This is an optimization exercise on Yosys and OpenROAD, whose aim is small area, not a production implementation.
The RTL was checked by simulation tests, not by an equivalence proof against the original design.
Power is estimated from default activity; no workload was simulated.

[design/flow/config.mk]
export PLATFORM = sky130hd
export DESIGN_NAME = mips
export DESIGN_NICKNAME = mips
export VERILOG_FILES = /design/flow/design.v
export SDC_FILE = /design/flow/constraint.sdc
export NUM_CORES = 4
export LEC_CHECK = 0
export CAP_MARGIN = 20
export CELL_PAD_IN_SITES_DETAIL_PLACEMENT = 1
export CELL_PAD_IN_SITES_GLOBAL_PLACEMENT = 1
export CORE_MARGIN = 2
export CORE_UTILIZATION = 45
export SETUP_SLACK_MARGIN = 0.25
export SLEW_MARGIN = 20
export SYNTH_HIERARCHICAL = 1
[design/flow/constraint.sdc]
create_clock -name core_clock -period 10.5 [get_ports {clk}]
set_input_delay 2.1000 -clock core_clock [delete_from_list [all_inputs] [get_ports {clk}]]
set_output_delay 2.1000 -clock core_clock [all_outputs]
set_load 0.01 [all_outputs]
[design/flow/design.v]
`timescale 1ns / 1ps
module shifter(shifted_out, shift_amount_in, shift_amount2_in, b_in, sll_in, nsll_in, ror_in, sra_in);
input [31:0] b_in;
input [4:0] shift_amount_in;    
input [4:0] shift_amount2_in;   
input [1:0] sll_in, ror_in, sra_in;   
input nsll_in;                   
output [31:0] shifted_out;
wire [62:0] ext_n;
genvar j;
generate
	for (j = 32; j < 63; j = j + 1) begin : hi
		c_a222oi u(.a1(b_in[j-32]), .a2(ror_in[j / 48]), .b1(b_in[j-31]), .b2(sll_in[j / 48]),
			.c1(b_in[31]), .c2(sra_in[j / 48]), .y(ext_n[j]));
	end
	for (j = 0; j < 31; j = j + 1) begin : lo
		c_nand2 u(.a(b_in[j]), .b(nsll_in), .y(ext_n[j]));
	end
endgenerate
c_mux2i u31(.a0(b_in[31]), .a1(b_in[0]), .s(sll_in[0]), .y(ext_n[31]));
wire [46:0] s1;
wire [38:0] s2;
wire [34:0] s3;
wire [32:0] s4;
generate
	for (j = 0; j < 47; j = j + 1) begin : st1
		c_mux2i u(.a0(ext_n[j]), .a1(ext_n[j+16]), .s(j < 24 ? shift_amount_in[4] : shift_amount2_in[4]), .y(s1[j]));
	end
	for (j = 0; j < 39; j = j + 1) begin : st2
		c_mux2i u(.a0(s1[j]), .a1(s1[j+8]), .s(j < 20 ? shift_amount_in[3] : shift_amount2_in[3]), .y(s2[j]));
	end
	for (j = 0; j < 35; j = j + 1) begin : st3
		c_mux2i u(.a0(s2[j]), .a1(s2[j+4]), .s(j < 18 ? shift_amount_in[2] : shift_amount2_in[2]), .y(s3[j]));
	end
	for (j = 0; j < 33; j = j + 1) begin : st4
		c_mux2i u(.a0(s3[j]), .a1(s3[j+2]), .s(j < 17 ? shift_amount_in[1] : shift_amount2_in[1]), .y(s4[j]));
	end
	for (j = 0; j < 32; j = j + 1) begin : st5
		c_mux2i u(.a0(s4[j]), .a1(s4[j+1]), .s(j < 16 ? shift_amount_in[0] : shift_amount2_in[0]), .y(shifted_out[j]));
	end
endgenerate
endmodule
`timescale 1ns / 1ps
module alu(
	a_in, b_in, imm_in, rdata_in,
	reg_b_sel_in, imm_lo_sel_in, lui_in, sxe_in, sub_in,
	slt_signed_in, s_g_in, s_p_in, s_n_in, s_sum_in, s_sh_in, s_ld_in, s_lt_in,
	shamt_in, shamt2_in, sll_in, nsll_in, ror_in, sra_in,
	sum_out, result_out, result2_out, eq_out);
input [31:0] a_in, b_in, rdata_in;
input [15:0] imm_in;
input [1:0] reg_b_sel_in;   
input imm_lo_sel_in;  
input lui_in;         
input sxe_in;         
input [1:0] sub_in;
input slt_signed_in;
input [1:0] s_g_in, s_p_in, s_n_in, s_sum_in, s_sh_in, s_ld_in;
input s_lt_in;
input [4:0] shamt_in, shamt2_in;   
input [1:0] sll_in, ror_in, sra_in;
input nsll_in;
output [31:0] sum_out, result_out, result2_out;   
output eq_out;
wire [31:0] nb, bp, p, g, nr, n1, n2, sh;
wire [32:0] c;
wire nlt;
assign c[0] = sub_in[0];
shifter shifter(.shifted_out(sh), .shift_amount_in(shamt_in), .shift_amount2_in(shamt2_in), .b_in(b_in),
	.sll_in(sll_in), .nsll_in(nsll_in), .ror_in(ror_in), .sra_in(sra_in));
alu_carry carry(.g_in(g), .p_in(p), .c_in(sub_in[0]), .c_out(c[32:1]));
genvar i;
generate
	for (i = 0; i < 32; i = i + 1) begin : bits
		if (i < 16) begin : lo
			c_a22oi ub(.a1(b_in[i]), .a2(reg_b_sel_in[0]), .b1(imm_in[i]), .b2(imm_lo_sel_in), .y(nb[i]));
		end else begin : hi
			c_a222oi ub(.a1(b_in[i]), .a2(reg_b_sel_in[1]), .b1(imm_in[i-16]), .b2(lui_in),
				.c1(imm_in[15]), .c2(sxe_in), .y(nb[i]));
		end
		c_xnor2 ux(.a(nb[i]), .b(sub_in[i / 16]), .y(bp[i]));
		c_ha uh(.a(a_in[i]), .b(bp[i]), .s(p[i]), .co(g[i]));
		c_xor2 us(.a(p[i]), .b(c[i]), .y(sum_out[i]));
		c_nor2 un(.a(p[i]), .b(g[i]), .y(nr[i]));
		c_a222oi ul(.a1(g[i]), .a2(s_g_in[i / 16]), .b1(p[i]), .b2(s_p_in[i / 16]), .c1(nr[i]), .c2(s_n_in[i / 16]), .y(n1[i]));
		c_a222oi ur(.a1(sum_out[i]), .a2(s_sum_in[i / 16]), .b1(sh[i]), .b2(s_sh_in[i / 16]), .c1(rdata_in[i]), .c2(s_ld_in[i / 16]), .y(n2[i]));
		if (i == 0) begin : b0
			c_nand3 uo(.a(n1[i]), .b(n2[i]), .c(nlt), .y(result_out[i]));
			c_nand3 uo2(.a(n1[i]), .b(n2[i]), .c(nlt), .y(result2_out[i]));
		end else begin : bn
			c_nand2 uo(.a(n1[i]), .b(n2[i]), .y(result_out[i]));
			c_nand2 uo2(.a(n1[i]), .b(n2[i]), .y(result2_out[i]));
		end
	end
endgenerate
assign nlt = ~(s_lt_in & (~c[32] ^ (slt_signed_in & ~p[31])));
assign eq_out = &p;
endmodule
module alu_carry(g_in, p_in, c_in, c_out);
input [31:0] g_in, p_in;
input c_in;
output [31:0] c_out;   
reg [31:0] G, P;
integer l, i;
always @* begin
	G = g_in;
	P = p_in;
	G[0] = g_in[0] | (p_in[0] & c_in);
	for (l = 1; l <= 5; l = l + 1) begin
		for (i = (1 << l) - 1; i < 32; i = i + (1 << l)) begin
			G[i] = G[i] | (P[i] & G[i - (1 << (l-1))]);
			P[i] = P[i] & P[i - (1 << (l-1))];
		end
	end
	for (l = 4; l >= 1; l = l - 1) begin
		for (i = (1 << l) + (1 << (l-1)) - 1; i < 32; i = i + (1 << l)) begin
			G[i] = G[i] | (P[i] & G[i - (1 << (l-1))]);
		end
	end
end
assign c_out = G;
endmodule
`timescale 1ns / 1ps
module c_a222oi(a1, a2, b1, b2, c1, c2, y);
input a1, a2, b1, b2, c1, c2;
output y;
assign y = ~((a1 & a2) | (b1 & b2) | (c1 & c2));
endmodule
module c_a22oi(a1, a2, b1, b2, y);
input a1, a2, b1, b2;
output y;
assign y = ~((a1 & a2) | (b1 & b2));
endmodule
module c_a22o(a1, a2, b1, b2, y);
input a1, a2, b1, b2;
output y;
assign y = (a1 & a2) | (b1 & b2);
endmodule
module c_inv(a, y);
input a;
output y;
assign y = ~a;
endmodule
module c_and2(a, b, y);
input a, b;
output y;
assign y = a & b;
endmodule
module c_nand2(a, b, y);
input a, b;
output y;
assign y = ~(a & b);
endmodule
module c_nand3(a, b, c, y);
input a, b, c;
output y;
assign y = ~(a & b & c);
endmodule
module c_nor2(a, b, y);
input a, b;
output y;
assign y = ~(a | b);
endmodule
module c_xor2(a, b, y);
input a, b;
output y;
assign y = a ^ b;
endmodule
module c_xnor2(a, b, y);
input a, b;
output y;
assign y = ~(a ^ b);
endmodule
module c_mux2i(a0, a1, s, y);
input a0, a1, s;
output y;
assign y = ~(s ? a1 : a0);
endmodule
module c_ha(a, b, s, co);
input a, b;
output s, co;
assign s = a ^ b;
assign co = a & b;
endmodule
module c_fa(a, b, ci, s, co);
input a, b, ci;
output s, co;
assign s = a ^ b ^ ci;
assign co = (a & b) | (ci & (a ^ b));
endmodule
module register_file_hold(we_in, nwe_in, w_in, q_in, d_out);
input [1:0] we_in, nwe_in;
input [31:0] w_in, q_in;
output [31:0] d_out;
genvar b;
generate
	for (b = 0; b < 32; b = b + 1) begin : bits
		c_a22o u(.a1(we_in[b / 16]), .a2(w_in[b]), .b1(nwe_in[b / 16]), .b2(q_in[b]), .y(d_out[b]));
	end
endgenerate
endmodule
module rf_read_bit(sel_in, d_in, q_out);
input [30:0] sel_in, d_in;
output q_out;
wire [10:0] n;
genvar k;
generate
	for (k = 0; k < 10; k = k + 1) begin : g
		c_a222oi u(.a1(sel_in[3*k]), .a2(d_in[3*k]), .b1(sel_in[3*k+1]),
			.b2(d_in[3*k+1]), .c1(sel_in[3*k+2]), .c2(d_in[3*k+2]), .y(n[k]));
	end
endgenerate
assign n[10] = ~(sel_in[30] & d_in[30]);
assign q_out = ~&n;
endmodule
module register_file_read(addr_in, d_in, q_out);
input [4:0] addr_in;
input [991:0] d_in;
output [31:0] q_out;
wire [3:0] pre_lo = 4'b0001 << addr_in[1:0];
wire [7:0] pre_hi = 8'b00000001 << addr_in[4:2];
wire [30:0] sel, sel2;   
genvar i, b;
generate
	for (i = 1; i < 32; i = i + 1) begin : dec
		wire nsel;
		c_nand2 n(.a(pre_lo[i % 4]), .b(pre_hi[i / 4]), .y(nsel));
		c_inv d(.a(nsel), .y(sel[i-1]));
		c_inv e(.a(nsel), .y(sel2[i-1]));
	end
	for (b = 0; b < 32; b = b + 1) begin : bits
		wire [30:0] db;
		for (i = 0; i < 31; i = i + 1) begin : c
			assign db[i] = d_in[32*i + b];
		end
		rf_read_bit u(.sel_in(b < 16 ? sel : sel2), .d_in(db), .q_out(q_out[b]));
	end
endgenerate
endmodule
`timescale 1ns / 1ps
module mips(
	clk,
	n_rst,
	imem_addr,
	imem_data,
	dmem_addr,
	dmem_wdata,
	dmem_we,
	dmem_rdata
	);
input clk, n_rst;
output [31:0] imem_addr;
input [31:0] imem_data;
output [31:0] dmem_addr;
output [31:0] dmem_wdata;
output dmem_we;
input [31:0] dmem_rdata;
wire [5:0] op = imem_data[31:26];
wire [4:0] rs = imem_data[25:21];
wire [4:0] rt = imem_data[20:16];
wire [4:0] rd = imem_data[15:11];
wire [4:0] sa = imem_data[10:6];
wire [5:0] fn = imem_data[5:0];
wire [15:0] imm = imem_data[15:0];
wire rtype = ~|op;
wire itype = |op[5:3];                      
wire load = op[5] & ~op[3];
wire store = op[5] & op[3];
wire lui = ~op[5] & (&op[3:0]) & itype;     
wire imm_op = itype & ~op[5] & ~lui;
wire imm_logic = imm_op & op[2];
wire imm_arith = imm_op & ~op[2];           
wire brj = ~rtype & ~itype;                 
wire branch = brj & op[2];
wire r_shift = rtype & ~|fn[5:3];
wire r_other = rtype & |fn[5:3];
wire r_logic = r_other & fn[2];
wire r_arith = r_other & ~fn[2] & (fn[5] ^ fn[3]);
wire r_slt = r_other & ~fn[2] & ~(fn[5] ^ fn[3]);
wire jr = r_arith & fn[3];
wire jump = jr | (brj & ~op[2]);
wire logic_op = r_logic | imm_logic;
wire [1:0] lop = rtype ? fn[1:0] : op[1:0];
wire [31:0] reg_a, reg_b, reg_wdata, reg_wdata2;   
wire reg_we = rtype | imm_op | lui | load;
wire [4:0] reg_w = rtype ? rd : rt;
wire [991:0] rf_bits;
wire [3:0] pre_lo = reg_we ? (4'b0001 << reg_w[1:0]) : 4'b0000;
wire [7:0] pre_hi = 8'b00000001 << reg_w[4:2];
genvar gi;
generate
	for (gi = 1; gi < 32; gi = gi + 1) begin : rf
		reg [31:0] r;
		wire [31:0] d;
		wire t;
		wire [1:0] we, nwe;
		c_nand2 u_t(.a(pre_lo[gi % 4]), .b(pre_hi[gi / 4]), .y(t));
		c_inv u_we0(.a(t), .y(we[0]));
		c_inv u_we1(.a(t), .y(we[1]));
		c_inv u_nwe0(.a(we[0]), .y(nwe[0]));
		c_inv u_nwe1(.a(we[1]), .y(nwe[1]));
		register_file_hold hold(.we_in(we), .nwe_in(nwe), .w_in(gi < 16 ? reg_wdata : reg_wdata2), .q_in(r), .d_out(d));
		always @(posedge clk)
			r <= d;
		assign rf_bits[32*gi-1 -: 32] = r;
	end
endgenerate
register_file_read read_a(.addr_in(rs), .d_in(rf_bits), .q_out(reg_a));
register_file_read read_b(.addr_in(rt), .d_in(rf_bits), .q_out(reg_b));
wire sll = r_shift & (fn[1:0] == 2'b00);
wire ror = r_shift & (fn[1:0] == 2'b10) & rs[0];
wire sra = r_shift & fn[0];
wire [4:0] shamt_n = ~((fn[2] ? reg_a[4:0] : sa) ^ {5{fn[1:0] == 2'b00}});
wire sub = (r_arith & fn[1]) | r_slt | (imm_arith & op[1]) | brj;
wire [13:0] ctl_n = ~{
	rtype | brj,                           
	itype & ~lui,                          
	lui,                                   
	imm_arith & imm[15],                   
	sub,                                   
	logic_op & ~lop[1],                    
	logic_op & (lop[1] ^ lop[0]),          
	logic_op & (&lop),                     
	r_arith | imm_arith | lui | store,     
	r_shift,                               
	load,                                  
	sll,                                   
	ror,                                   
	sra};                                  
wire [13:0] ctl, ctl2;    
wire [4:0] shamt, shamt2;
wire nsll;
genvar ci;
generate
	for (ci = 0; ci < 14; ci = ci + 1) begin : ctl_drv
		c_inv u(.a(ctl_n[ci]), .y(ctl[ci]));
		c_inv v(.a(ctl_n[ci]), .y(ctl2[ci]));
	end
	for (ci = 0; ci < 5; ci = ci + 1) begin : shamt_drv
		c_inv u(.a(shamt_n[ci]), .y(shamt[ci]));
		c_inv v(.a(shamt_n[ci]), .y(shamt2[ci]));
	end
endgenerate
c_inv u_nsll(.a(ctl[2]), .y(nsll));
wire [31:0] sum;
wire eq;
alu alu_inst(
	.a_in(reg_a), .b_in(reg_b), .imm_in(imm), .rdata_in(dmem_rdata),
	.reg_b_sel_in({ctl2[13], ctl[13]}), .imm_lo_sel_in(ctl[12]), .lui_in(ctl2[11]),
	.sxe_in(ctl2[10]), .sub_in({ctl2[9], ctl[9]}), .slt_signed_in(~fn[0]),
	.s_g_in({ctl2[8], ctl[8]}), .s_p_in({ctl2[7], ctl[7]}), .s_n_in({ctl2[6], ctl[6]}),
	.s_sum_in({ctl2[5], ctl[5]}), .s_sh_in({ctl2[4], ctl[4]}), .s_ld_in({ctl2[3], ctl[3]}), .s_lt_in(r_slt),
	.shamt_in(shamt), .shamt2_in(shamt2), .sll_in({ctl2[2], ctl[2]}), .nsll_in(nsll),
	.ror_in({ctl2[1], ctl[1]}), .sra_in({ctl2[0], ctl[0]}),
	.sum_out(sum), .result_out(reg_wdata), .result2_out(reg_wdata2), .eq_out(eq));
assign dmem_addr = sum;
assign dmem_wdata = reg_b;
assign dmem_we = store;
reg [31:2] pc;
assign imem_addr = {pc, 2'b00};
wire taken = branch & (eq ^ op[0]);
wire [31:2] pc_next;
pc_logic pc_logic(.pc_in(pc), .instr_in(imem_data[25:0]), .taken_in(taken),
	.jump_in(jump), .pc_next_out(pc_next));
always @(posedge clk or negedge n_rst)
	if (!n_rst)
		pc <= 30'd0;
	else
		pc <= pc_next;
endmodule
module pc_logic(pc_in, instr_in, taken_in, jump_in, pc_next_out);
input [29:0] pc_in;
input [25:0] instr_in;
input taken_in, jump_in;
output [29:0] pc_next_out;
wire [15:0] imm = instr_in[15:0];
wire s = imm[15];
wire jsel = jump_in & ~taken_in;
wire seq = ~taken_in & ~jump_in;
wire [15:0] bt_lo;
wire [16:0] bc;
assign bt_lo[0] = ~(pc_in[0] ^ imm[0]);
assign bc[1] = pc_in[0] | imm[0];
wire [15:0] inc_lo;
wire [16:1] ti;
assign inc_lo[0] = ~pc_in[0];
assign ti[1] = pc_in[0];
genvar j;
generate
	for (j = 1; j < 16; j = j + 1) begin : lo_add
		c_fa u(.a(pc_in[j]), .b(imm[j]), .ci(bc[j]), .s(bt_lo[j]), .co(bc[j+1]));
		c_ha h(.a(pc_in[j]), .b(ti[j]), .s(inc_lo[j]), .co(ti[j+1]));
	end
	for (j = 0; j < 16; j = j + 1) begin : lo
		wire n;
		c_a222oi u(.a1(bt_lo[j]), .a2(taken_in), .b1(instr_in[j]), .b2(jsel),
			.c1(inc_lo[j]), .c2(seq), .y(n));
		c_inv i(.a(n), .y(pc_next_out[j]));
	end
endgenerate
wire c16 = bc[16] & ~&imm;
wire up = (taken_in & c16 & ~s) | (seq & ti[16]);
wire down = taken_in & ~c16 & s;
wire [29:16] t_inc, t_dec;
assign t_inc[16] = 1'b1;
assign t_dec[16] = 1'b1;
generate
	for (j = 17; j < 30; j = j + 1) begin : chain
		assign t_inc[j] = t_inc[j-1] & pc_in[j-1];
		assign t_dec[j] = t_dec[j-1] & ~pc_in[j-1];
	end
	for (j = 16; j < 30; j = j + 1) begin : hi
		wire nt, x;
		c_a22oi u(.a1(t_inc[j]), .a2(up), .b1(t_dec[j]), .b2(down), .y(nt));
		c_xnor2 v(.a(pc_in[j]), .b(nt), .y(x));
		if (j < 26) begin : jt
			assign pc_next_out[j] = jsel ? instr_in[j] : x;
		end else begin : keep
			assign pc_next_out[j] = x;
		end
	end
endgenerate
endmodule
[design/flow/flow/run.sh]
#!/bin/bash
# Own flow: the standard layout (standard.sh, unchanged synthesis) with
# two knobs the flow settings do not reach: the smallest buffer on each port,
# and clock tree synthesis without dummy loads and with set sink clusters.
# Each tool's full output stays in orfs/logs; the make output goes to
# standard.log.
set -euo pipefail
export BUFFER_PORTS_ARGS="-buffer_cell sky130_fd_sc_hd__buf_1"
export CTS_ARGS="-sink_clustering_enable -repair_clock_nets -dont_use_dummy_load -sink_clustering_size 24 -sink_clustering_max_diameter 80 -buf_list sky130_fd_sc_hd__clkbuf_16"
bash standard.sh > standard.log 2>&1
[design/flow/standard.sh]
#!/bin/bash
# synth_recipe.tcl (not shown) runs the flow's synth.tcl, then flattens the netlist and writes it again
# the make line also repeats each setting of config.mk as NAME=value (left out here)
make -C /OpenROAD-flow-scripts/flow DESIGN_CONFIG=/design/flow/config.mk WORK_HOME=/design/flow/orfs CLKGATE_MAP_FILE= SYNTH_SCRIPT=/design/flow/synth_recipe.tcl "${@:-finish}"
==> results of run 1 <==
[area by class of cell]
type / instances / area share, %
Clock buffer: 56 / 2.745
Inverter: 325 / 2.389
Multi-Input combinational cell: 2847 / 48.19
Sequential cell: 1022 / 40.37
Tap cell: 1368 / 3.353
Timing Repair Buffer: 280 / 2.956
[timing repair]
action | CTS | global route
setup endpoints to repair | 0 | 12
gates resized for setup | 0 | 9
hold endpoints to repair | 0 | 0
[where the power goes]
group	internal [W]	leakage (nW)	total [W]	switching (W)
clock	0.000945	0.690	0.00226	0.00131
combinational	0.00156	13.1	0.00406	0.00250
sequential	0.00519	8.59	0.00637	0.00118
total	0.00770	22.4	0.0127	0.00499
[cell usage in the layout, fill, tap and decap left out, drive strengths merged, types with 62 or more instances in the layout]
cell type | synthesis | routed
buf | 9 | 274
mux2i | 193 | 193
clkbuf | 3 | 62
a22o | 992 | 992
dfxtp | 992 | 992
a222oi | 767 | 767
a2111o | 65 | 65
nand2 | 273 | 273
inv | 325 | 325
nand4 | 148 | 148
[metrics by stage]
step / hold WS (ns) / power [W] / setup slack, ns / area [µm²]
2_1_floorplan: 0.4599 / 0.008530 / 1.248 / 46470
3_5_place_dp: 0.4574 / 0.01028 / 0.2796 / 49610
4_1_cts: 0.4713 / 0.01252 / 0.2713 / 51010
6_report: 0.4653 / 0.01269 / 0.2514 / 51060
5_1_grt: 0.4888 / 0.01319 / 0.2639 / 51060
3_3_place_gp: 0.4596 / 0.01016 / 0.2767 / 49610
[per-layer routing]
metal / track usage [%] / part of all wire, %
met2: 55.75 / 42
met3: 10.42 / 11
met5: 0 / 0.013
met4: 13.47 / 3.9
met1: 53.58 / 43
[logic make-up (layout without fill, tap and decap cells)]
| family | count (synthesis) | in the layout | synth area share [%] |
|---|---|---|---|
| flops | 1022 | 1022 | 44.36 |
| fa+ha+maj | 64 | 64 | 1.966 |
| buf+inv | 337 | 661 | 2.790 |
| mux | 203 | 203 | 4.400 |
| other cells | 2 | 4 | 0.01616 |
| simple gates | 554 | 554 | 5.943 |
| xor+xnor | 86 | 86 | 1.621 |
| compound gates | 1936 | 1936 | 38.91 |
[flip-flops by register name, summed over array words and instances, names as in the netlist]
name and count:
rf.r 992, pc 30
[per-module statistics from Yosys (local to each module, per instance), a selection]
module	flops+latches	copies in the design	cell area (µm²)
c_inv	0	300	3.754
c_fa	0	15	20.02
c_xnor2	0	46	8.758
c_a22o	0	992	8.758
c_a222oi	0	767	10.01
c_xor2	0	32	8.758
rf_read_bit	0	64	27.53
[final timing paths]
kind / startpoint / endpoint / cells after the start
hold reg to reg: pc[31]$_DFF_PN0_ / pc[31]$_DFF_PN0_ / 1
hold / removal: pc[31]$_DFF_PN0_ / pc[31]$_DFF_PN0_ / 1
max in group asynchronous: n_rst / pc[2]$_DFF_PN0_ / 1
setup / recovery: imem_data[18] / dmem_addr[31] / 20
setup reg to reg: pc[2]$_DFF_PN0_ / pc[19]$_DFF_PN0_ / 23
min in group asynchronous: n_rst / pc[29]$_DFF_PN0_ / 1
[Yosys cell counts (6+ instances only)]
library cell / instances
a22o_1: 992
dfxtp_1: 992
a222oi_1: 767
inv_1: 322
nand2_1: 272
mux2i_1: 193
nand4_1: 146
a2111o_1: 65
nor2_1: 50
ha_1: 49
xnor2_1: 48
xor2_1: 38
a22oi_2: 30
dfrtp_1: 30
a21o_1: 26
fa_1: 15
a21oi_1: 14
o21ai_0: 13
nand3_1: 11
mux2_2: 10
nor3_1: 10
nor2b_1: 8
nor3b_1: 8
and2_1: 6
and3b_2: 6
buf_4: 6
==> run_results.csv, run 1 <==
group,metric,value,unit
detailed_routing,drt_drc_violations_left,0,
global_route,grt_first_pass_wirelength,306900,µm
critical_path,crit_path_max_fanout,16,
clock_tree,cts_inserted_buffers,56,
global_route,grt_pass1_vias,43329,
pwr,powerDensity,248.6,nW/µm²
global_route,grt_util_all_layers,38.11,%
critical_path,worstPathBufferInverterCount,4,
global_route,grt_antenna_before_repair,5,
sta,layout_worst_path_cycle_share,97.61,%
final_layout,p_r_area_growth_vs_syn,9.883,%
sta,hold_viol_final,0,
logic_synthesis,async_set_reset_flop_share_out_of_synthesis,2.935,%
critical_path,crit_path_required_time,8.40,ns
final_layout,instances_no_fill,5898,
final_layout,fin_util,50.04,%
global_route,grt-ovfl-total,0,
detailed_routing,ant_nets,0,
clock_tree,holdBufCountCts,0,
job,max_cap_check_violation_count,0,
critical_path,critical_path.top_delay_family,"compound AO/OA/AOI/OAI gates",
clock_tree,clock_latency_at_the_later_pin_of_the_worst_skew_pair,0.72,ns
logic_synthesis,synth.top_cell.area_share,42.74,%
final_layout,number_of_nets_in_the_final_layout,4662,
detailed_routing,drt-initial-drc-count,8728,
sta,period_minus_slack,10.25,ns
detailed_routing,routedWlPerCell,36.10,µm
floorplan,fp.dieW,325.3,µm
logic_synthesis,synth.distinct_cells,73,
floorplan,floorplan.core_area,102000,µm²
final_layout,drive_gt1_share,5.717,%
critical_path,setup.reg_to_reg.worst_slack,2.43,ns
floorplan,floorplan.die.height,325.3,µm
place,placed_cells,5841,
final_layout,seqCellArea,20610,µm²
place,routabilityCongestion,1.042,
critical_path,endpoint_kind,"output pin",
final_layout,num_antenna_cells,0,
clock_tree,cts.repair_timing.setup_buffer_count,0,
clock_tree,clk_pin_slew,0.07,ns
critical_path,worst-setup-path-type,"in2out",
global_route,grt_start_max_net_pins,35,
critical_path,crit_path_max_incr_delay,0.67,ns
clock_tree,cts_num_sinks,1022,
sta,rsz0062_at_grt,"no",
critical_path,critPathArrivalTime,8.15,ns
logic_synthesis,netlist.top_cell.by_area,"dfxtp_1",
logic_synthesis,yosysWarnings,8,
sta,max-slew-margin-rel,24.86,%
detailed_routing,detail_route.vias_per_cell,7.744,
clock_tree,ctsRootBufferMaster,"clkbuf_16",
sta,max_slew.worst_pin.slew,1.125,ns
logic_synthesis,synth.cell_area,46460,µm²
logic_synthesis,number_of_enable_flip_flop_cells_after_synthesis,0,
final_layout,nFillCells,11111,
sta,fmax,97.57,MHz
clock_tree,cts_max_path_buffers,3,
floorplan,num_io_pins,163,
logic_synthesis,seq_area_frac_synth,44.36,%
detailed_routing,drt_first_pass_iters,12,
floorplan,fp-row-count,117,
floorplan,floorplan.initialDensity,45.54,%
logic_synthesis,synthesis.instances,4204,
sta,setup_total_negative_slack,0,ns
sta,fin_worst_skew,0.1160,ns
logic_synthesis,synth_area_per_cell,11.05,µm²
logic_synthesis,dominantRegCellSynth,"dfxtp_1",
logic_synthesis,ys_ff_latch,1022,
clock_tree,cts_tree,"built",
floorplan,die_area,105800,µm²
status,outcome,"complete, no violations",
detailed_routing,detailroute.via_count,45674,
detailed_routing,wirelength,212900,µm
critical_path,crit_chain,"clkbuf_2 > buf_4 > and3_2 > nand2_1 > inv_1 > a222oi_1 > nand4_1 > a2111o_1 > a222oi_1 > xnor2_1 > ha_1 > nand2_1 > nor2_2 > nand4_2 > a21oi_2 > a221o_1 > a31oi_4 > o21bai_1 > xor2_1 > buf_1",
final_layout,multi_input_area,24600,µm²
clock_tree,cts-htree-levels,2,
sta,setup_viol,0,
critical_path,critical_path.slowest_cell,"a222oi_1",
pwr,static-leakage-power,22.41,nW
place,hpwlAfterDp,160200,µm
critical_path,cp-start-kind,"primary input",
sta,drv_slew,0,
logic_synthesis,leading_post_synthesis_cells_by_cell_area,"dfxtp_1, a22o_1, a222oi_1",
pwr,worst_ir_drop_vdd,0.0001675,V
place,io_buffers,160,
min_path,holdCritPathClass,"reg2reg",
==> inputs of run 2 (changes only) <==
--- a/design/flow/config.mk
+++ b/design/flow/config.mk
@@ -9,7 +9,7 @@
 export CELL_PAD_IN_SITES_DETAIL_PLACEMENT = 1
 export CELL_PAD_IN_SITES_GLOBAL_PLACEMENT = 1
 export CORE_MARGIN = 2
-export CORE_UTILIZATION = 45
+export CORE_UTILIZATION = 53
 export SETUP_SLACK_MARGIN = 0.25
 export SLEW_MARGIN = 20
 export SYNTH_HIERARCHICAL = 1
==> run 2 against run 1 <==
Worst setup slack worse by 0.061 ns. Highest routed layer unchanged. Largest cell class unchanged. Area after synthesis unchanged. Core utilization up 8.4 points. Critical path type unchanged. First-iteration DRC count up 19%. Die area down 15%.
==> run_results.csv, run 2 <==
group,metric,value,unit
global_route,grt_start_max_net_pins,35,
critical_path,origin_of_the_critical_flop_to_flop_path,"pc[2]$_DFF_PN0_",
place,placed_cells,5613,
clock_tree,clock_latency_at_the_later_pin_of_the_worst_skew_pair,0.70,ns
critical_path,endpoint_kind,"output pin",
min_path,holdCritPathClass,"reg2reg",
clock_tree,ctsRootBufferMaster,"clkbuf_16",
final_layout,most-common-layout-cells,"a22o_1, dfxtp_1, a222oi_1",
place,routabilityCongestion,1.005,
logic_synthesis,leading_post_synthesis_cells_by_cell_area,"dfxtp_1, a22o_1, a222oi_1",
sta,max_slew.worst_pin.slew,1.211,ns
status,outcome,"complete, no violations",
final_layout,final_instance_area,50730,µm²
sta,setup_viol,0,
sta,holdWs,0.4751,ns
final_layout,drive_gt1_share,5.662,%
critical_path,worstPathBufferInverterCount,3,
global_route,grt_pass1_vias,44607,
clock_tree,clk_pin_slew,0.08,ns
final_layout,num_antenna_cells,0,
critical_path,critical_path.top_delay_family,"compound AO/OA/AOI/OAI gates",
sta,setup_total_negative_slack,0,ns
sta,drv_slew,0,
min_path,min-delay-start,"pc[31]$_DFF_PN0_",
clock_tree,cts_max_path_buffers,3,
critical_path,crit_path_max_incr_delay,0.65,ns
logic_synthesis,netlist.top_cell.by_area,"dfxtp_1",
final_layout,multi_input_area,24620,µm²
place,hpwlAfterDp,154300,µm
critical_path,critPathArrivalTime,8.21,ns
logic_synthesis,yosysWarnings,8,
logic_synthesis,async_set_reset_flop_share_out_of_synthesis,2.935,%
floorplan,die_area,90050,µm²
floorplan,floorplan.die.height,300.1,µm
critical_path,worst-setup-path-type,"in2out",
global_route,grt_util_all_layers,44.06,%
final_layout,p_r_area_growth_vs_syn,9.193,%
critical_path,crit_path_max_fanout,16,
floorplan,fp.dieW,300.1,µm
detailed_routing,drt_drc_violations_left,0,
final_layout,number_of_nets_in_the_final_layout,4653,
sta,fmax,96.99,MHz
floorplan,fp-row-count,108,
final_layout,register_with_the_highest_flop_count,"rf.r",
critical_path,r2r_cells,23,
critical_path,crit_chain,"buf_1 > and3b_2 > nand2_1 > inv_1 > a222oi_1 > nand4_1 > a2111o_1 > a222oi_1 > xnor2_1 > ha_1 > nand2_1 > nor2_4 > nand4_2 > a21oi_4 > a221o_1 > a31oi_4 > o21bai_1 > xor2_1 > buf_1",
detailed_routing,drt_first_pass_iters,15,
clock_tree,cts_tree,"built",
final_layout,largest_registers_in_the_final_layout,"rf.r: 992 flops, pc: 30 flops",
place,pre_cts_ws,0.007114,ns
detailed_routing,routedWlPerCell,36.75,µm
critical_path,critical_path.slowest_cell,"a2111o_1",
pwr,powerDensity,252.1,nW/µm²
logic_synthesis,synth_area_per_cell,11.05,µm²
detailed_routing,wirelength,208600,µm
pwr,static-leakage-power,22.29,nW
place,io_buffers,160,
detailed_routing,detail_route.vias_per_cell,8.203,
sta,max-slew-margin-rel,19.09,%
critical_path,crit_path_required_time,8.40,ns
detailed_routing,drt-initial-drc-count,10416,
logic_synthesis,synth.top_cell.area_share,42.74,%
logic_synthesis,synth.distinct_cells,73,
final_layout,largest_reg_flops,992,
logic_synthesis,synthesis.instances,4204,
global_route,grt_first_pass_wirelength,302100,µm
logic_synthesis,post_synth_most_frequent_cells,"a22o_1, dfxtp_1, a222oi_1, inv_1, nand2_1",
logic_synthesis,seq_area_frac_synth,44.36,%
floorplan,floorplan.initialDensity,53.47,%
sta,hold_viol_final,0,
critical_path,cp-startpoint,"imem_data[19]",
detailed_routing,ant_nets,0,
pwr,worst_ir_drop_vdd,0.0001931,V
clock_tree,cts_inserted_buffers,54,
final_layout,seqCellArea,20610,µm²
sta,fin_worst_skew,0.08332,ns
floorplan,num_io_pins,163,
place,detailed_place.area,49240,µm²
logic_synthesis,dominantRegCellSynth,"dfxtp_1",
logic_synthesis,number_of_enable_flip_flop_cells_after_synthesis,0,
sta,setup_slack,0.1900,ns
logic_synthesis,synth.cell_area,46460,µm²
global_route,grt-ovfl-total,0,
sta,period_minus_slack,10.31,ns
critical_path,setup.reg_to_reg.worst_slack,2.34,ns
detailed_routing,detailroute.via_count,46562,
clock_tree,cts_num_sinks,1022,
critical_path,endpoint,"dmem_addr[31]",
global_route,grt_antenna_before_repair,5,
critical_path,worstReg2RegEnd,"pc[27]$_DFF_PN0_",
job,max_cap_check_violation_count,0,
sta,layout_worst_path_cycle_share,98.19,%
clock_tree,cts-htree-levels,2,
critical_path,cp-start-kind,"primary input",
final_layout,instances_no_fill,5676,
sta,rsz0062_at_grt,"no",
floorplan,floorplan.core_area,86890,µm²
critical_path,path_depth,19,
logic_synthesis,ys_ff_latch,1022,
final_layout,nFillCells,9266,
[run 2: cell counts after synthesis]
Identical to the previous run, type by type.
[run 2: per-layer routing]
| layer | track usage [%] | vias to the layer above | routed length [µm] |
|---|---|---|---|
| met5 | 0 | - | 36 |
| met3 | 13.93 | 606 | 29500 |
| met1 | 58.86 | 23386 | 80920 |
| met2 | 66.12 | 3505 | 88350 |
| met4 | 17.49 | 6 | 9755 |
| li1 | - | 19059 | - |
[run 2: what timing repair did]
action	in CTS	in global routing
buffers inserted	1	8
hold buffers	0	0
endpoints found under the setup margin	4	6
pin swaps	3	6
gates resized for setup	4	10
endpoints found under the hold margin	0	0
[run 2: worst min path at each step]
stage | to | slack (ns) | depth (start not counted)
after floorplan | rf[10].r[0]$_DFF_P_ | 0.46 | 1
after global placement | pc[31]$_DFF_PN0_ | 0.45 | 1
after detailed placement | pc[31]$_DFF_PN0_ | 0.46 | 1
after CTS | pc[31]$_DFF_PN0_ | 0.48 | 1
after global routing | rf[20].r[10]$_DFF_P_ | 0.51 | 1
final | pc[31]$_DFF_PN0_ | 0.48 | 1
[run 2: cells by family (layout without fill, tap and decap cells)]
family	after synthesis	after routing	share of synthesized area [%]
buf+inv	337	652	2.790
fa+ha+maj	64	64	1.966
flops	1022	1022	44.36
other cells	2	4	0.01616
mux	203	203	4.400
simple gates	554	554	5.943
xor+xnor	86	86	1.621
compound gates	1936	1936	38.91
[run 2: worst register-to-register path, cell delays in order (launching register included)]
cell	delay, ns
dfrtp_1	0.40
inv_1	0.09
ha_1	0.14
inv_1	0.05
fa_1	0.39
fa_1	0.41
fa_1	0.41
fa_1	0.41
fa_1	0.39
fa_1	0.40
fa_1	0.41
fa_1	0.41
fa_1	0.41
fa_1	0.41
fa_1	0.40
fa_1	0.40
fa_1	0.39
fa_1	0.41
fa_1	0.42
o41ai_1	0.08
and3_1	0.63
a22oi_2	0.11
xnor2_1	0.17
mux2_2	0.27
[run 2: where the power goes]
group	total, W	internal (W)	switching, W
combinational	0.00417	0.00158	0.00259
sequential	0.00641	0.00519	0.00122
clock	0.00221	0.000913	0.00130
total	0.0128	0.00768	0.00511
[run 2: stage by stage]
stage	util (%)	power [W]
6_report	58.39	0.01279
5_1_grt	58.39	0.01319
4_1_cts	58.24	0.01252
3_5_place_dp	56.67	0.01034
3_3_place_gp	56.67	0.01014
2_1_floorplan	-	0.008530
[run 2: area by class of cell]
cell class,count,share of cell area (%)
well taps,1155,2.848
inverters,325,2.449
repair buffers,273,2.890
clock buffers,54,2.663
multi-input cells,2847,48.53
flip-flops and latches,1022,40.62
[run 2: modules after synthesis, one instance, submodules excluded, excerpt]
module	times used	cell area [µm²]
mips	1	21310
alu_carry	1	531.8
alu	1	87.58
register_file_read	2	87.58
rf_read_bit	64	27.53
c_fa	15	20.02
c_a22oi	30	12.51
c_mux2i	187	10.01
c_a222oi	767	10.01
c_xor2	32	8.758
c_a22o	992	8.758
c_nand3	2	5.005
c_inv	300	3.754
c_nand2	186	3.754
c_nor2	32	3.754
==> inputs of run 3 (changes only) <==
--- a/design/flow/config.mk
+++ b/design/flow/config.mk
@@ -9,7 +9,7 @@
 export CELL_PAD_IN_SITES_DETAIL_PLACEMENT = 1
 export CELL_PAD_IN_SITES_GLOBAL_PLACEMENT = 1
 export CORE_MARGIN = 2
-export CORE_UTILIZATION = 53
-export SETUP_SLACK_MARGIN = 0.25
+export CORE_UTILIZATION = 49
+export SETUP_SLACK_MARGIN = 0.2
 export SLEW_MARGIN = 20
 export SYNTH_HIERARCHICAL = 1
==> run 3 against run 2 <==
Synthesized cell count unchanged. Sequential cell count unchanged. Register-to-register slack got worse by 0.25 ns. Critical path depth increased by 1. Clock power about the same. Largest power group unchanged. Highest routed layer unchanged.
==> run_results.csv, run 3 <==
group,metric,value,unit
sta,setup_total_negative_slack,0,ns
clock_tree,clock_latency_at_the_later_pin_of_the_worst_skew_pair,0.72,ns
critical_path,critPathArrivalTime,8.03,ns
detailed_routing,drt-initial-drc-count,9259,
sta,drv_slew,0,
clock_tree,ctsRootBufferMaster,"clkbuf_16",
sta,hold_viol_final,0,
final_layout,nFillCells,10143,
critical_path,worst-setup-path-type,"in2out",
critical_path,origin_of_the_critical_flop_to_flop_path,"pc[2]$_DFF_PN0_",
global_route,grt-ovfl-total,0,
logic_synthesis,leading_post_synthesis_cells_by_cell_area,"dfxtp_1, a22o_1, a222oi_1",
global_route,grt_first_pass_wirelength,301300,µm
final_layout,p_r_area_growth_vs_syn,9.320,%
logic_synthesis,synth_area_per_cell,11.05,µm²
floorplan,fp-row-count,112,
logic_synthesis,synth.top_cell.area_share,42.74,%
final_layout,largest_reg_flops,992,
final_layout,number_of_nets_in_the_final_layout,4651,
place,placed_cells,5715,
pwr,fin_total_pwr,0.01267,W
logic_synthesis,multiplexer_share_of_the_synthesized_area,4.400,%
detailed_routing,detail_route.vias_per_cell,7.934,
sta,max_slew.worst_pin.slew,1.171,ns
logic_synthesis,number_of_enable_flip_flop_cells_after_synthesis,0,
logic_synthesis,synthesis.instances,4204,
logic_synthesis,synth_area_in_compound_gates,38.91,%
sta,max-slew-margin-rel,19.71,%
critical_path,endpoint_kind,"output pin",
detailed_routing,drt_drc_violations_left,0,
logic_synthesis,post_synth_most_frequent_cells,"a22o_1, dfxtp_1, a222oi_1, inv_1, nand2_1",
logic_synthesis,seq_area_frac_synth,44.36,%
sta,setup_viol,0,
final_layout,register_with_the_highest_flop_count,"rf.r",
floorplan,floorplan.die.height,311.9,µm
pwr,net_switching_power_of_the_design,0.004988,W
logic_synthesis,yosysWarnings,8,
global_route,grt_util_all_layers,40.65,%
place,io_buffers,160,
logic_synthesis,synth.cell_area,46460,µm²
global_route,grt_start_max_net_pins,35,
min_path,holdCritPathClass,"reg2reg",
clock_tree,cts_inserted_buffers,54,
logic_synthesis,async_set_reset_flop_share_out_of_synthesis,2.935,%
pwr,sw_frac_of_total,39.39,%
detailed_routing,routedWlPerCell,36.16,µm
detailed_routing,drt_first_pass_iters,13,
clock_tree,cts_max_path_buffers,3,
clock_tree,cts_num_sinks,1022,
sta,period_minus_slack,10.13,ns
final_layout,multi_input_area,24600,µm²
pwr,p_comb_share,32.4,%
detailed_routing,detailroute.via_count,45828,
clock_tree,cts-htree-levels,2,
place,hpwlAfterDp,156700,µm
sta,rsz0062_at_grt,"no",
clock_tree,clk_pin_slew,0.09,ns
critical_path,cp-start-kind,"primary input",
place,routabilityCongestion,1.063,
detailed_routing,ant_nets,0,
global_route,grt_met3_usage,11.70,%
critical_path,crit_path_required_time,8.40,ns
floorplan,floorplan.initialDensity,49.64,%
global_route,grtUsageMet2,59.64,%
critical_path,crit_path_max_fanout,16,
detailed_routing,wirelength,208900,µm
logic_synthesis,ys_ff_latch,1022,
final_layout,largest_registers_in_the_final_layout,"rf.r: 992 flops, pc: 30 flops",
logic_synthesis,adder_cell_fraction_of_synth_area,1.966,%
logic_synthesis,synth.distinct_cells,73,
logic_synthesis,dominantRegCellSynth,"dfxtp_1",
logic_synthesis,synth-xor-area-share,1.621,%
floorplan,num_io_pins,163,
critical_path,cp-startpoint,"imem_data[19]",
sta,fmax,98.76,MHz
global_route,use_met1,56.91,%
pwr,intPower,0.007677,W
global_route,grt_pass1_vias,43166,
status,outcome,"complete, no violations",
global_route,grt_most_used_layer,"met2",
logic_synthesis,combinational_family_with_the_most_area_after_synthesis,"compound AO/OA/AOI/OAI gates",
final_layout,drive_gt1_share,5.466,%
global_route,grt_antenna_before_repair,8,
final_layout,seqCellArea,20610,µm²
floorplan,fp.dieW,311.9,µm
pwr,worst_ir_drop_vdd,0.0001687,V
sta,layout_worst_path_cycle_share,96.44,%
pwr,sequentialPowerShare,50.2,%
logic_synthesis,netlist.top_cell.by_area,"dfxtp_1",
logic_synthesis,post_synth_and_or_nand_nor_area_fraction,5.943,%
final_layout,most-common-layout-cells,"a22o_1, dfxtp_1, a222oi_1",
pwr,relative_contribution_of_the_clock_network_to_total_power,17.4,%
pwr,powerDensity,249.4,nW/µm²
clock_tree,cts_tree,"built",
floorplan,floorplan.core_area,93610,µm²
min_path,min-delay-start,"pc[31]$_DFF_PN0_",
pwr,static-leakage-power,22.32,nW
floorplan,die_area,97300,µm²
sta,fin_worst_skew,0.1056,ns
job,max_cap_check_violation_count,0,
final_layout,instances_no_fill,5776,
==> run 3: cell count changes in the layout (fill, tap and decap cells not counted), sizes merged <==
cell | previous run | this run
buf | 272 | 267
inv | 319 | 325
clkinvlp | 6 | 0
diode | 0 | 3
clkbuf | 55 | 58
==> run 3: modules after synthesis, one instance, submodules excluded, excerpt <==
module,times used,flip-flops and latches
mips,1,1022
alu,1,0
c_ha,47,0
c_mux2i,187,0
c_xnor2,46,0
c_nor2,32,0
c_nand2,186,0
==> run 3: worst max-delay path, cell delays in order <==
cell,delay (ns)
buf_1,0.29
and3_2,0.37
nand2_1,0.14
inv_1,0.32
a222oi_1,0.60
nand4_1,0.43
a2111o_1,0.46
buf_4,0.20
a222oi_1,0.47
xnor2_1,0.12
ha_1,0.42
nand2_1,0.14
nor2_4,0.25
nand4_2,0.33
a21oi_4,0.33
a221o_1,0.30
a31oi_4,0.11
o21bai_1,0.17
xor2_1,0.23
buf_1,0.20
==> run 3: logic make-up after synthesis <==
group	after synthesis
XOR/XNOR	86
other	2
AO/OA/AOI/OAI	1936
buffers and inverters	337
flip-flops	1022
multiplexers	203
adder cells (fa/ha/maj)	64
AND/OR/NAND/NOR	554
==> run 3: final timing paths <==
path                               endpoint  cells past startpoint  slack, ns
min                        pc[31]$_DFF_PN0_                      1       0.47
min in group asynchronous  pc[29]$_DFF_PN0_                      1       1.53
max in group asynchronous  pc[27]$_DFF_PN0_                      1       8.39
max                           dmem_addr[31]                     20       0.37
min reg2reg                pc[31]$_DFF_PN0_                      1       0.47
max reg2reg                pc[20]$_DFF_PN0_                     23       2.09
==> run 3: per-layer routing <==
| metal | up-vias | wire length (µm) |
|---|---|---|
| met4 | 8 | 8263 |
| li1 | 19056 | - |
| met1 | 23367 | 86410 |
| met3 | 409 | 26300 |
| met2 | 2988 | 87840 |
| met5 | - | 53 |
==> run 3: final cells by class <==
cell class	count	area share (%)
Multi-Input combinational cell	2847	48.43
Sequential cell	1022	40.58
Tap cell	1254	3.089
Timing Repair Buffer	271	2.833
Clock buffer	54	2.660
Inverter	325	2.402
Antenna cell	3	0.01478
==> run 3: power by group through the flow <==
stage / clock network, W / registers [W] / logic [W]
final: 0.00221 / 0.00636 / 0.00410
after detailed placement: 0 / 0.00634 / 0.00393
after CTS: 0.00224 / 0.00629 / 0.00394
after floorplan: 0 / 0.00603 / 0.00250
after global routing: 0.00235 / 0.00649 / 0.00429
after global placement: 0 / 0.00630 / 0.00381
==> run 3: what timing repair did <==
| action | CTS | global route |
|---|---|---|
| pin swaps | 0 | 12 |
| hold buffers | 0 | 0 |
| endpoints found under the setup margin | 1 | 6 |
| setup buffers | 0 | 4 |
| resized for setup | 1 | 8 |
==> run 3: metrics by stage <==
stage                     worst slack [ns]  utilization (%)  cell area [µm²]  hold WS, ns
after global placement              0.1569            52.75            49380       0.4534
after detailed placement            0.1086            52.75            49380       0.4559
after global routing                0.1999            54.26            50790       0.5017
after CTS                           0.3253            54.20            50730       0.4752
final                               0.3741            54.26            50790       0.4719
after floorplan                      1.248                -            46470       0.4599
==> inputs of run 4 (changes only) <==
--- a/design/flow/config.mk
+++ b/design/flow/config.mk
@@ -10,6 +10,6 @@
 export CELL_PAD_IN_SITES_GLOBAL_PLACEMENT = 1
 export CORE_MARGIN = 2
 export CORE_UTILIZATION = 49
-export SETUP_SLACK_MARGIN = 0.2
+export SETUP_SLACK_MARGIN = 0.15
 export SLEW_MARGIN = 20
 export SYNTH_HIERARCHICAL = 1
==> run 4 against run 3 <==
Die area is the same. Worst setup slack lost 0.052 ns. Largest cell class unchanged. Critical path type unchanged. Register-to-register slack about the same.
==> run_results.csv, run 4 <==
group,metric,value,unit
status,outcome,"complete, no violations",
place,io_buffers,160,
sta,fin_worst_skew,0.1021,ns
logic_synthesis,synth.distinct_cells,73,
job,max_cap_check_violation_count,0,
min_path,hold_path_end,"pc[31]$_DFF_PN0_",
sta,period_minus_slack,10.18,ns
pwr,static-leakage-power,22.32,nW
clock_tree,cts-htree-levels,2,
sta,max-slew-margin-rel,18.77,%
final_layout,most-common-layout-cells,"a22o_1, dfxtp_1, a222oi_1",
global_route,grt_pass1_vias,43166,
logic_synthesis,synth_area_per_cell,11.05,µm²
logic_synthesis,dominantRegCellSynth,"dfxtp_1",
critical_path,crit_path_max_incr_delay,0.59,ns
detailed_routing,detail_route.vias_per_cell,7.925,
final_layout,register_with_the_highest_flop_count,"rf.r",
min_path,min-delay-start,"pc[31]$_DFF_PN0_",
sta,drv_slew,0,
detailed_routing,drt_drc_violations_left,0,
clock_tree,cts_tree,"built",
clock_tree,cts_inserted_buffers,54,
logic_synthesis,synth.top_cell.area_share,42.74,%
sta,hold_viol_final,0,
floorplan,fp.dieW,311.9,µm
pwr,powerDensity,249.4,nW/µm²
critical_path,r2r_cells,23,
detailed_routing,drt-initial-drc-count,9156,
final_layout,nFillCells,10142,
detailed_routing,wirelength,208500,µm
logic_synthesis,synthesis.instances,4204,
sta,layout_worst_path_cycle_share,96.93,%
final_layout,number_of_nets_in_the_final_layout,4651,
final_layout,multi_input_area,24590,µm²
sta,setup_total_negative_slack,0,ns
final_layout,instances_no_fill,5776,
logic_synthesis,post_synth_most_frequent_cells,"a22o_1, dfxtp_1, a222oi_1, inv_1, nand2_1",
final_layout,largest_registers_in_the_final_layout,"rf.r: 992 flops, pc: 30 flops",
place,hpwlAfterDp,156700,µm
critical_path,crit_path_max_fanout,16,
floorplan,num_io_pins,163,
final_layout,largest_reg_flops,992,
clock_tree,clock_latency_at_the_later_pin_of_the_worst_skew_pair,0.72,ns
pwr,worst_ir_drop_vdd,0.0001685,V
detailed_routing,drt_first_pass_iters,12,
logic_synthesis,yosysWarnings,8,
critical_path,worstPathBufferInverterCount,4,
detailed_routing,ant_nets,0,
min_path,holdCritPathClass,"reg2reg",
min_path,hold_depth,1,
detailed_routing,detailroute.via_count,45776,
floorplan,floorplan.initialDensity,49.64,%
global_route,grt_util_all_layers,40.65,%
logic_synthesis,number_of_enable_flip_flop_cells_after_synthesis,0,
final_layout,seqCellArea,20610,µm²
logic_synthesis,async_set_reset_flop_share_out_of_synthesis,2.935,%
floorplan,fp-row-count,112,
logic_synthesis,ys_ff_latch,1022,
sta,setup_viol,0,
global_route,grt_antenna_before_repair,8,
critical_path,crit_path_required_time,8.40,ns
floorplan,die_area,97300,µm²
floorplan,floorplan.core_area,93610,µm²
clock_tree,clk_pin_slew,0.09,ns
logic_synthesis,netlist.top_cell.by_area,"dfxtp_1",
clock_tree,cts_num_sinks,1022,
logic_synthesis,leading_post_synthesis_cells_by_cell_area,"dfxtp_1, a22o_1, a222oi_1",
clock_tree,ctsRootBufferMaster,"clkbuf_16",
floorplan,floorplan.die.height,311.9,µm
critical_path,origin_of_the_critical_flop_to_flop_path,"pc[2]$_DFF_PN0_",
critical_path,worstReg2RegEnd,"pc[20]$_DFF_PN0_",
global_route,grt-ovfl-total,0,
place,placed_cells,5715,
logic_synthesis,seq_area_frac_synth,44.36,%
critical_path,critical_path.top_delay_family,"compound AO/OA/AOI/OAI gates",
sta,max_slew.worst_pin.slew,1.185,ns
final_layout,p_r_area_growth_vs_syn,9.301,%
global_route,grt_start_max_net_pins,35,
critical_path,cp-start-kind,"primary input",
critical_path,critPathArrivalTime,8.08,ns
logic_synthesis,synth.cell_area,46460,µm²
place,routabilityCongestion,1.063,
critical_path,critical_path.slowest_cell,"a222oi_1",
critical_path,crit_chain,"buf_1 > nor2_1 > nand2_1 > inv_1 > a222oi_1 > nand4_1 > a2111o_1 > buf_4 > a222oi_1 > xnor2_1 > ha_1 > nand2_1 > nor2_4 > nand4_2 > a21oi_2 > a221o_1 > a31oi_4 > o21bai_1 > xor2_1 > buf_1",
critical_path,endpoint_kind,"output pin",
clock_tree,cts_max_path_buffers,3,
detailed_routing,routedWlPerCell,36.10,µm
final_layout,drive_gt1_share,5.444,%
sta,fmax,98.25,MHz
global_route,grt_first_pass_wirelength,301300,µm
sta,rsz0062_at_grt,"no",
critical_path,worst-setup-path-type,"in2out",
critical_path,setup.reg_to_reg.worst_slack,2.08,ns
run 4: report_power, final:
part | leakage [nW] | internal [W] | total [W] | switching (W)
sequential | 8.59 | 0.00519 | 0.00636 | 0.00117
clock | 0.665 | 0.000913 | 0.00220 | 0.00129
combinational | 13.1 | 0.00157 | 0.00410 | 0.00253
total | 22.3 | 0.00768 | 0.0127 | 0.00499
run 4: cells by family after synthesis:
family / synth area share (%)
compound gates: 38.91
xor+xnor: 1.621
fa+ha+maj: 1.966
buf+inv: 2.790
flops: 44.36
mux: 4.400
other cells: 0.01616
simple gates: 5.943
run 4: layer usage:
| layer | vias up | wire length (µm) | GRT usage, % |
|---|---|---|---|
| met5 | - | 41 | 0 |
| li1 | 19064 | - | - |
| met3 | 384 | 26590 | 11.70 |
| met1 | 23363 | 85920 | 56.91 |
| met4 | 6 | 8009 | 14.24 |
| met2 | 2959 | 87960 | 59.64 |
run 4: worst max-delay path by stage:
| stage | cells after the start | start | endpoint | slack, ns |
|---|---|---|---|---|
| after detailed placement | 20 | imem_data[17] | dmem_addr[31] | 0.11 |
| final | 20 | imem_data[16] | dmem_addr[31] | 0.32 |
| after floorplan | 23 | imem_data[0] | pc[22]$_DFF_PN0_ | 1.25 |
| after CTS | 20 | imem_data[17] | dmem_addr[31] | 0.33 |
| after global routing | 20 | imem_data[16] | dmem_addr[31] | 0.18 |
| after global placement | 19 | imem_data[17] | dmem_addr[31] | 0.16 |
run 4: final cells by class:
type	instances	share of cell area (%)
inverter	325	2.402
antenna	3	0.01478
multi-input combinational	2847	48.42
sequential	1022	40.58
timing repair buffer	271	2.831
tap	1254	3.089
clock buffer	54	2.661
run 4: modules after synthesis (local to each module, per instance), a selection:
module	copies in the design	flops+latches	cell area, µm²
c_ha	47	0	12.51
c_a22oi	30	0	12.51
rf_read_bit	64	0	27.53
c_nand3	2	0	5.005
c_a222oi	767	0	10.01
c_nor2	32	0	3.754
c_inv	300	0	3.754
c_a22o	992	0	8.758
pc_logic	1	0	457.9
c_xor2	32	0	8.758
run 4: through the flow:
step	area, µm²	utilization [%]	power, W	hold slack (ns)	setup WS [ns]
2_1_floorplan	46470	-	0.008530	0.4599	1.248
3_3_place_gp	49380	52.75	0.01011	0.4534	0.1569
3_5_place_dp	49380	52.75	0.01027	0.4559	0.1086
4_1_cts	50730	54.20	0.01246	0.4752	0.3253
5_1_grt	50780	54.25	0.01313	0.5017	0.1784
6_report	50790	54.25	0.01267	0.4727	0.3221
run 4: worst register-to-register path, delay by kind of cell (launching register included):
family / cells / cell delay (ns)
simple gates: 1 / 0.63
buf+inv: 2 / 0.14
fa+ha+maj: 16 / 6.29
xor+xnor: 1 / 0.38
flops: 1 / 0.40
mux: 1 / 0.28
compound gates: 2 / 0.21
run 4: what timing repair did:
action,in CTS,in global routing
gates resized for setup,1,6
hold buffers,0,0
setup endpoints to repair,1,4
setup buffers,0,4
pin swaps,0,9
==> inputs of run 5 (changes only) <==
--- a/design/flow/flow/run.sh
+++ b/design/flow/flow/run.sh
@@ -6,5 +6,5 @@
 # standard.log.
 set -euo pipefail
 export BUFFER_PORTS_ARGS="-buffer_cell sky130_fd_sc_hd__buf_1"
-export CTS_ARGS="-sink_clustering_enable -repair_clock_nets -dont_use_dummy_load -sink_clustering_size 24 -sink_clustering_max_diameter 80 -buf_list sky130_fd_sc_hd__clkbuf_16"
+export CTS_ARGS="-sink_clustering_enable -repair_clock_nets -dont_use_dummy_load -sink_clustering_size 28 -sink_clustering_max_diameter 80 -buf_list sky130_fd_sc_hd__clkbuf_16"
 bash standard.sh > standard.log 2>&1
--- a/design/flow/config.mk
+++ b/design/flow/config.mk
@@ -9,7 +9,7 @@
 export CELL_PAD_IN_SITES_DETAIL_PLACEMENT = 1
 export CELL_PAD_IN_SITES_GLOBAL_PLACEMENT = 1
 export CORE_MARGIN = 2
-export CORE_UTILIZATION = 49
-export SETUP_SLACK_MARGIN = 0.15
+export CORE_UTILIZATION = 53
+export SETUP_SLACK_MARGIN = 0.2
 export SLEW_MARGIN = 20
 export SYNTH_HIERARCHICAL = 1
==> run 5 against run 4 <==
Sequential share of layout area increased by 0.13 points. Cell count down 1.8%. Combinational power is 2% higher. Sequential power rose by 0.8%. Critical path depth unchanged. Largest power group unchanged. Highest routed layer unchanged.
==> run_results.csv, run 5 <==
group,metric,value,unit
floorplan,die_area,90050,µm²
critical_path,crit_path_required_time,8.40,ns
floorplan,floorplan.initialDensity,53.47,%
logic_synthesis,async_set_reset_flop_share_out_of_synthesis,2.935,%
critical_path,r2r_cells,23,
sta,max_slew.worst_pin.slew,1.156,ns
detailed_routing,detail_route.vias_per_cell,8.189,
job,max_cap_check_violation_count,0,
place,routabilityCongestion,1.005,
detailed_routing,wirelength,208100,µm
logic_synthesis,yosysWarnings,8,
critical_path,crit_path_max_incr_delay,0.72,ns
critical_path,setup.reg_to_reg.worst_slack,2.33,ns
logic_synthesis,synthesis.instances,4204,
clock_tree,cts_max_path_buffers,3,
place,hpwlAfterDp,154300,µm
critical_path,origin_of_the_critical_flop_to_flop_path,"pc[2]$_DFF_PN0_",
pwr,static-leakage-power,22.24,nW
sta,rsz0062_at_grt,"no",
floorplan,floorplan.die.height,300.1,µm
floorplan,fp.dieW,300.1,µm
clock_tree,cts_inserted_buffers,49,
sta,hold_viol_final,0,
pwr,worst_ir_drop_vdd,0.0001966,V
sta,setup_viol,0,
clock_tree,cts-htree-levels,2,
logic_synthesis,leading_post_synthesis_cells_by_cell_area,"dfxtp_1, a22o_1, a222oi_1",
critical_path,worst-setup-path-type,"in2out",
final_layout,drive_gt1_share,5.622,%
logic_synthesis,synth_area_per_cell,11.05,µm²
clock_tree,clk_pin_slew,0.08,ns
sta,layout_worst_path_cycle_share,98.85,%
sta,max-slew-margin-rel,22.08,%
detailed_routing,drt-initial-drc-count,10229,
final_layout,register_with_the_highest_flop_count,"rf.r",
logic_synthesis,dominantRegCellSynth,"dfxtp_1",
final_layout,most-common-layout-cells,"a22o_1, dfxtp_1, a222oi_1",
pwr,fin_total_pwr,0.01269,W
critical_path,endpoint_kind,"output pin",
logic_synthesis,synth.cell_area,46460,µm²
logic_synthesis,post_synth_most_frequent_cells,"a22o_1, dfxtp_1, a222oi_1, inv_1, nand2_1",
pwr,powerDensity,250.7,nW/µm²
clock_tree,cts_tree,"built",
clock_tree,ctsRootBufferMaster,"clkbuf_16",
global_route,grt_util_all_layers,44.06,%
global_route,grt_start_max_net_pins,35,
logic_synthesis,netlist.top_cell.by_area,"dfxtp_1",
critical_path,cp-start-kind,"primary input",
final_layout,largest_registers_in_the_final_layout,"rf.r: 992 flops, pc: 30 flops",
place,io_buffers,160,
critical_path,crit_chain,"buf_1 > buf_4 > and2_1 > nand2_1 > clkinvlp_4 > a222oi_1 > nand4_1 > a2111o_1 > a222oi_1 > xnor2_1 > ha_1 > nand2_1 > nor2_4 > nand4_2 > a21oi_4 > a221o_1 > a31oi_4 > o21bai_1 > xor2_1 > buf_1",
logic_synthesis,ys_ff_latch,1022,
floorplan,num_io_pins,163,
critical_path,critical_path.top_delay_family,"compound AO/OA/AOI/OAI gates",
clock_tree,cts_num_sinks,1022,
detailed_routing,drt_drc_violations_left,0,
logic_synthesis,synth.top_cell.area_share,42.74,%
sta,period_minus_slack,10.38,ns
detailed_routing,drt_first_pass_iters,17,
sta,fin_worst_skew,0.08115,ns
final_layout,p_r_area_growth_vs_syn,8.965,%
critical_path,worstPathBufferInverterCount,4,
clock_tree,holdBufCountCts,0,
global_route,grt_pass1_vias,44514,
global_route,grt-ovfl-total,0,
critical_path,crit_path_max_fanout,8,
critical_path,worstReg2RegEnd,"pc[27]$_DFF_PN0_",
floorplan,fp-row-count,108,
detailed_routing,detailroute.via_count,46462,
sta,drv_slew,0,
min_path,hold_path_end,"pc[31]$_DFF_PN0_",
critical_path,critical_path.slowest_cell,"a2111o_1",
min_path,hold_depth,1,
detailed_routing,routedWlPerCell,36.68,µm
clock_tree,clock_latency_at_the_later_pin_of_the_worst_skew_pair,0.71,ns
min_path,holdCritPathClass,"reg2reg",
status,outcome,"complete, no violations",
critical_path,critPathArrivalTime,8.28,ns
logic_synthesis,seq_area_frac_synth,44.36,%
final_layout,number_of_nets_in_the_final_layout,4650,
logic_synthesis,synth.distinct_cells,73,
min_path,min-delay-start,"pc[31]$_DFF_PN0_",
global_route,grt_first_pass_wirelength,301800,µm
sta,fmax,96.35,MHz
global_route,grt_antenna_before_repair,3,
logic_synthesis,number_of_enable_flip_flop_cells_after_synthesis,0,
final_layout,largest_reg_flops,992,
sta,setup_total_negative_slack,0,ns
floorplan,floorplan.core_area,86890,µm²
detailed_routing,ant_nets,0,
run 5: changes by cell type in the layout (fill, tap and decap cells not counted), sizes merged:
cell	change
buf	+2
clkbuf	-3
clkinvlp	+6
diode	-2
inv	-6
run 5: cell families after synthesis:
family                     after synthesis  synth area share, %
AOI/OAI and AO/OA                     1936                38.91
DFF                                   1022                44.36
buffers and inverters                  337                2.790
muxes                                  203                4.400
xor gates and xnor gates                86                1.621
other                                    2              0.01616
and+or+nand+nor                        554                5.943
adders and majority gates               64                1.966
run 5: worst max path at each step:
| stage | startpoint | endpoint | slack (ns) | cells past startpoint |
|---|---|---|---|---|
| 2_1_floorplan | imem_data[0] | pc[22]$_DFF_PN0_ | 1.25 | 23 |
| 3_3_place_gp | imem_data[20] | dmem_addr[31] | 0.20 | 19 |
| 3_5_place_dp | imem_data[18] | dmem_addr[31] | 0.007 | 20 |
| 4_1_cts | imem_data[18] | dmem_addr[31] | 0.21 | 20 |
| 5_1_grt | imem_data[17] | dmem_addr[31] | 0.15 | 20 |
| 6_report | imem_data[17] | dmem_addr[31] | 0.12 | 20 |
run 5: through the flow:
stage | hold slack, ns | area (µm²) | cells | util, % | worst slack, ns
2_1_floorplan | 0.4599 | 46470 | 4206 | - | 1.248
5_1_grt | 0.5158 | 50630 | 5673 | 58.27 | 0.1489
3_3_place_gp | 0.4528 | 49240 | 5613 | 56.67 | 0.2012
4_1_cts | 0.4814 | 50470 | 5662 | 58.08 | 0.2097
6_report | 0.4755 | 50630 | 5674 | 58.27 | 0.1206
3_5_place_dp | 0.4623 | 49240 | 5613 | 56.67 | 0.007114
run 5: power by group:
| part | leakage [nW] | total [W] | internal, W | switching (W) |
|---|---|---|---|---|
| Clock | 0.604 | 0.00212 | 0.000835 | 0.00128 |
| Sequential | 8.59 | 0.00641 | 0.00519 | 0.00122 |
| Combinational | 13.0 | 0.00417 | 0.00158 | 0.00259 |
run 5: cell type report:
cell class                 count  area, µm²
fill                        9268      36260
multi-input combinational   2847      24620
sequential                  1022      20610
timing repair buffer         275       1483
tap                         1155       1445
inverter                     325       1242
clock buffer                  49       1226
antenna                        1      2.502
run 5: timing repair:
item	4_1_cts	5_1_grt
endpoints found under the hold margin	0	0
gates resized for setup	1	14
setup endpoints to repair	3	8
buffers inserted	0	11
pin swaps	0	5
run 5: modules after synthesis (local to each module, per instance), excerpt:
module / times used / flip-flops and latches / area (µm²) / cells inside
c_inv: 300 / 0 / 3.754 / 1
c_mux2i: 187 / 0 / 10.01 / 1
c_nand2: 186 / 0 / 3.754 / 1
alu: 1 / 0 / 87.58 / 14
c_xor2: 32 / 0 / 8.758 / 1
c_a22o: 992 / 0 / 8.758 / 1
c_nor2: 32 / 0 / 3.754 / 1
mips: 1 / 1022 / 21310 / 1126
rf_read_bit: 64 / 0 / 27.53 / 4
run 5: metal layers:
layer	wire (µm)	share of wire, %	track usage [%]	vias to the layer above
met5	27	0.013	0	-
met4	10020	4.8	17.69	4
met3	28470	14	13.59	566
met2	87980	42	65.78	3348
met1	81640	39	59.28	23467
li1	-	-	-	19077

-- separate check: timing with driven ports --
In the flow no input, the clock included, has a driving cell. The finished layouts below were timed again as built, in two steps. Step 1 sets driving cells, clkbuf_16 on the clock port and buf_2 on the other inputs (assumed; they add their load-dependent delay and slew). Step 2, shift: input delay + t, output delay - t, t = (earliest + latest rising clock arrival at the registers) / 2. This alone moves slack from input paths to output paths. a / b / c = ideal ports / drivers / drivers and shift; a / b = the first two.
| run | t (ns) | slack for setup (ns) | worst setup path after step 2 | worst register clock-pin slew, ns | cell pins on the clock port's net |
|---|---|---|---|---|---|
| run 1 | 0.743 | 0.251 / 0.229 / 0.229 | input to output | 0.10 / 0.10 | 1 |
| run 2 | 0.728 | 0.190 / 0.165 / 0.165 | input to output | 0.10 / 0.10 | 1 |
| run 3 | 0.750 | 0.374 / 0.320 / 0.266 | input to register | 0.10 / 0.10 | 1 |
| run 4 | 0.750 | 0.322 / 0.277 / 0.246 | input to register | 0.10 / 0.10 | 1 |
| run 5 | 0.741 | 0.121 / 0.094 / 0.094 | input to output | 0.11 / 0.11 | 1 |
After both steps setup and hold are still met in every run listed. For run 3, which loses most, drivers alone change the setup slack by -0.054 ns; drivers and shift together by -0.108 ns.
